This is an optimization exercise on Yosys and OpenROAD, whose aim is small area, a short achievable clock period and few clock cycles per item, not a production implementation.
In this exercise RTL edits were held to simulation tests only and were not proved equivalent to the original.

==> module PixelSolverMultiCore, before the edit <==
module PixelSolverMultiCore (
  input               io_cmd_valid,
  output              io_cmd_ready,
  input      [27:0]   io_cmd_payload_x,
  input      [27:0]   io_cmd_payload_y,
  output              io_rsp_valid,
  input               io_rsp_ready,
  output     [5:0]    io_rsp_payload_iteration,
  input               clk,
  input               reset
);
  wire        cmd_in = io_cmd_valid & rdy;
  reg  [21:0] bx, by;
  reg         bbig, bcornerhi;
  wire        ld;
  reg         bv, rdy;
  wire        bv_n = bv ? ~ld : (cmd_in & ~ld);
  assign io_cmd_ready = rdy;
  always @(posedge clk or posedge reset) begin
    if (reset) begin
      bv <= 1'b0; rdy <= 1'b0;
    end else begin
      bv <= bv_n; rdy <= ~bv_n;
    end
  end
  always @(posedge clk) begin
    if (!bv) begin
      bx <= io_cmd_payload_x[21:0];
      by <= io_cmd_payload_y[21:0];
      bbig <= (io_cmd_payload_x[27:21] != {7{io_cmd_payload_x[21]}}) |
              (io_cmd_payload_y[27:21] != {7{io_cmd_payload_y[21]}});
      bcornerhi <= (io_cmd_payload_x[27:21] == 7'h40) & (io_cmd_payload_y[27:21] == 7'h40);
    end
  end
  reg  [3:0]  head, tail;
  reg  [7:0]  rob_v;
  reg  [5:0]  rob_d [0:7];
  wire robfull = (tail[3] != head[3]) & (tail[2:0] == head[2:0]);
  reg         v1, new1;
  reg  [21:0] x1, y1, x01, y01;
  reg  [21:0] sx1, sy1;
  reg  [5:0]  it1;
  reg  [2:0]  tag1;
  wire [21:0] x0s = new1 ? bx : x01;
  wire [21:0] y0s = new1 ? by : y01;
  wire [43:0] a0, a1, b0, b1;
  wire [44:0] p0, p1;
  dp1 u_dp1 (.x(x1), .y(y1), .x0(x0s), .y0(y0s),
             .a0(a0), .a1(a1), .b0(b0), .b1(b1), .p0(p0), .p1(p1));
  reg         v2, fd2;
  reg  [43:0] a0r, a1r, b0r, b1r;
  reg  [44:0] p0r, p1r;
  reg  [21:0] x02, y02;
  reg  [21:0] sx2, sy2;
  reg         cyc2;
  reg  [5:0]  it2;
  reg  [2:0]  tag2;
  always @(posedge clk or posedge reset) begin
    if (reset) v2 <= 1'b0;
    else v2 <= v1;
  end
  always @(posedge clk) begin
    a0r <= a0; a1r <= a1; b0r <= b0; b1r <= b1;
    p0r <= p0; p1r <= p1;
    x02 <= x0s; y02 <= y0s;
    cyc2 <= ~new1 & (x1 == sx1) & (y1 == sy1);
    if (new1) begin
      sx2 <= bx; sy2 <= by;
      it2 <= (bcornerhi & (bx == 22'd0) & (by == 22'd0)) ? 6'd63 : 6'd1;
      tag2 <= tail[2:0] - 3'd1;
      fd2 <= bbig;
    end else begin
      if (it1[1:0] == 2'd0) begin
        sx2 <= x1; sy2 <= y1;
      end else begin
        sx2 <= sx1; sy2 <= sy1;
      end
      it2 <= it1; tag2 <= tag1; fd2 <= 1'b0;
    end
  end
  wire [43:0] s0r, s1r, d0r, d1r;
  dp2 u_dp2 (.a0(a0r), .a1(a1r), .b0(b0r), .b1(b1r),
             .s0(s0r), .s1(s1r), .d0(d0r), .d1(d1r));
  wire [43:0] dsum, ssum;
  wire [44:0] psum;
  add44 u_dadd (.a(d0r), .b(d1r), .s(dsum));
  add45 u_padd (.a(p0r), .b(p1r), .s(psum));
  add44 u_sadd (.a(s0r), .b(s1r), .s(ssum));
  wire [23:0] dh = dsum[43:20];
  wire [24:0] ph = psum[44:20];
  wire [1:0]  sh = ssum[43:42];
  wire esc  = sh != 2'd0;
  wire oob  = (dh[23:21] != {3{dh[21]}}) | (ph[24:21] != {4{ph[21]}});
  wire done = fd2 | esc | oob | cyc2 | (it2 == 6'd62);
  wire [5:0] it2p = it2 + 6'd1;
  wire [5:0] res  = (fd2 | esc) ? it2 : (cyc2 ? 6'd63 : it2p);
  wire free = ~v2 | done;
  assign ld = free & (bv | cmd_in) & ~robfull;
  always @(posedge clk or posedge reset) begin
    if (reset) begin
      v1 <= 1'b0; new1 <= 1'b0;
    end else begin
      v1 <= ~free | ld;
      new1 <= ld;
    end
  end
  always @(posedge clk) begin
    if (free) begin
      if (bv) begin
        x1 <= bx; y1 <= by;
      end else begin
        x1 <= io_cmd_payload_x[21:0]; y1 <= io_cmd_payload_y[21:0];
      end
    end else begin
      x1 <= dh[21:0];
      y1 <= ph[21:0];
    end
    x01 <= x02; y01 <= y02;
    sx1 <= sx2; sy1 <= sy2;
    it1 <= it2p; tag1 <= tag2;
  end
  reg        ov;
  reg  [5:0] od;
  wire take = ~ov | io_rsp_ready;
  wire hv   = rob_v[head[2:0]];
  assign io_rsp_valid = ov;
  assign io_rsp_payload_iteration = od;
  integer i;
  always @(posedge clk or posedge reset) begin
    if (reset) begin
      ov <= 1'b0; head <= 4'd0; tail <= 4'd0; rob_v <= 8'd0;
    end else begin
      if (ld) tail <= tail + 4'd1;
      if (take) begin
        ov <= hv;
        if (hv) head <= head + 4'd1;
      end
      for (i = 0; i < 8; i = i + 1) begin
        if (v2 & done & (tag2 == i)) rob_v[i] <= 1'b1;
        else if (take & hv & (head[2:0] == i)) rob_v[i] <= 1'b0;
      end
    end
  end
  always @(posedge clk) begin
    if (take & hv) od <= rob_d[head[2:0]];
    for (i = 0; i < 8; i = i + 1)
      if (v2 & done & (tag2 == i)) rob_d[i] <= res;
  end
endmodule
export LEC_CHECK = 0
export ABC_AREA = 1
export CAP_MARGIN = 20
export CORE_MARGIN = 2
export CORE_UTILIZATION = 65
export CTS_CLUSTER_DIAMETER = 80
export CTS_CLUSTER_SIZE = 25
export SLEW_MARGIN = 20
create_clock -name core_clock -period 17.0 [get_ports {clk}]
standard.sh (not shown) runs the stock make flow with config.mk's settings and CLKGATE_MAP_FILE= SYNTH_SCRIPT=/design/flow/synth_recipe.tcl, a recipe that flattens the netlist after the stock synthesis.
==> flow/flow/run.sh <==
#!/bin/bash
# Layout flow: the standard synthesis, then an inverter-polarity pass on the
# synthesized netlist (flow/invopt.py: full adders are self-dual, so most
# inverters between them can go), then the standard ORFS layout with
# repair_timing asked to over-fix setup by a margin, so that the layout is
# optimised below the design's clock period.
set -euo pipefail
HERE=$(pwd)
RES=$HERE/orfs/results/$FLOW_PLATFORM/PixelSolverMultiCore/base
bash standard.sh "$RES/1_2_yosys.v" > flow_synth.log 2>&1
cp "$RES/1_2_yosys.v" "$HERE/synth_standard.v"
python3 flow/invopt.py "$HERE/synth_standard.v" "$RES/1_2_yosys.v" > flow_invopt.log 2>&1
export SETUP_SLACK_MARGIN=12.4
bash standard.sh > flow_make.log 2>&1
Other scripts of this flow, unchanged in this note and not shown: flow/flow/invopt.py
The baseline finished with timing, DRC and antenna clean.
Testbench counts at the start, summed over its fixed seeds: cycles 113,812, items 7,200.
==> next run, changes <==
--- a/flow/design.v
+++ b/flow/design.v
@@ -9,12 +9,11 @@
   input               clk,
   input               reset
 );
-  wire        cmd_in = io_cmd_valid & rdy;
   reg  [21:0] bx, by;
   reg         bbig, bcornerhi;
   wire        ld;
   reg         bv, rdy;
-  wire        bv_n = bv ? ~ld : (cmd_in & ~ld);
+  wire        bv_n = bv ? ~ld : (io_cmd_valid & rdy);
   assign io_cmd_ready = rdy;
   always @(posedge clk or posedge reset) begin
     if (reset) begin
@@ -95,7 +94,7 @@
   wire [5:0] it2p = it2 + 6'd1;
   wire [5:0] res  = (fd2 | esc) ? it2 : (cyc2 ? 6'd63 : it2p);
   wire free = ~v2 | done;
-  assign ld = free & (bv | cmd_in) & ~robfull;
+  assign ld = free & bv & ~robfull;
   always @(posedge clk or posedge reset) begin
     if (reset) begin
       v1 <= 1'b0; new1 <= 1'b0;
@@ -106,11 +105,7 @@
   end
   always @(posedge clk) begin
     if (free) begin
-      if (bv) begin
-        x1 <= bx; y1 <= by;
-      end else begin
-        x1 <= io_cmd_payload_x[21:0]; y1 <= io_cmd_payload_y[21:0];
-      end
+      x1 <= bx; y1 <= by;
     end else begin
       x1 <= dh[21:0];
       y1 <= ph[21:0];
The changed run completed with no timing, DRC or antenna violations; area after synthesis hardly moves; routed wire length shrinks by about 3.3%; design area shrinks by 0.85%; clock skew grows by 13 ps; fmax shrinks by 0.96%; sequential share of layout area grows by 1.1 points; final cell count shrinks by about 3%; via count shrinks by 3.4%; register-to-register slack degrades by 50 ps; non-clock buffer count shrinks by 12; hold slack improves by 13 ps.
Testbench counts after the change, summed over its fixed seeds: cycles 114,659, items 7,200.

==> static timing again, ports no longer ideal <==
No port has a modelled driver above. Below, the same layouts with a new extraction and two added sets of constraints. Step 1 sets driving cells, clkbuf_16 on the clock port and buf_2 on the other inputs (assumed; they add their load-dependent delay and slew). Step 2 times the ports against the registers' clock, not the clock port: input delays grow and output delays shrink by t, the midpoint of the rising clock arrivals with the driver on. a / b / c = ideal ports / drivers / drivers and shift; a / b = the first two.
| run | t, ns | slack for setup (ns) | latest minus earliest clock arrival (ns) |
|---|---|---|---|
| the first run | 0.669 | 12.470 / 12.402 / 12.039 | 0.041 / 0.041 |
| the second run | 0.676 | 12.426 / 12.361 / 11.973 | 0.053 / 0.052 |
After both steps setup and hold are still met in every run listed. For the second run, which loses most, drivers alone change the setup slack by -0.065 ns; drivers and shift together by -0.453 ns.
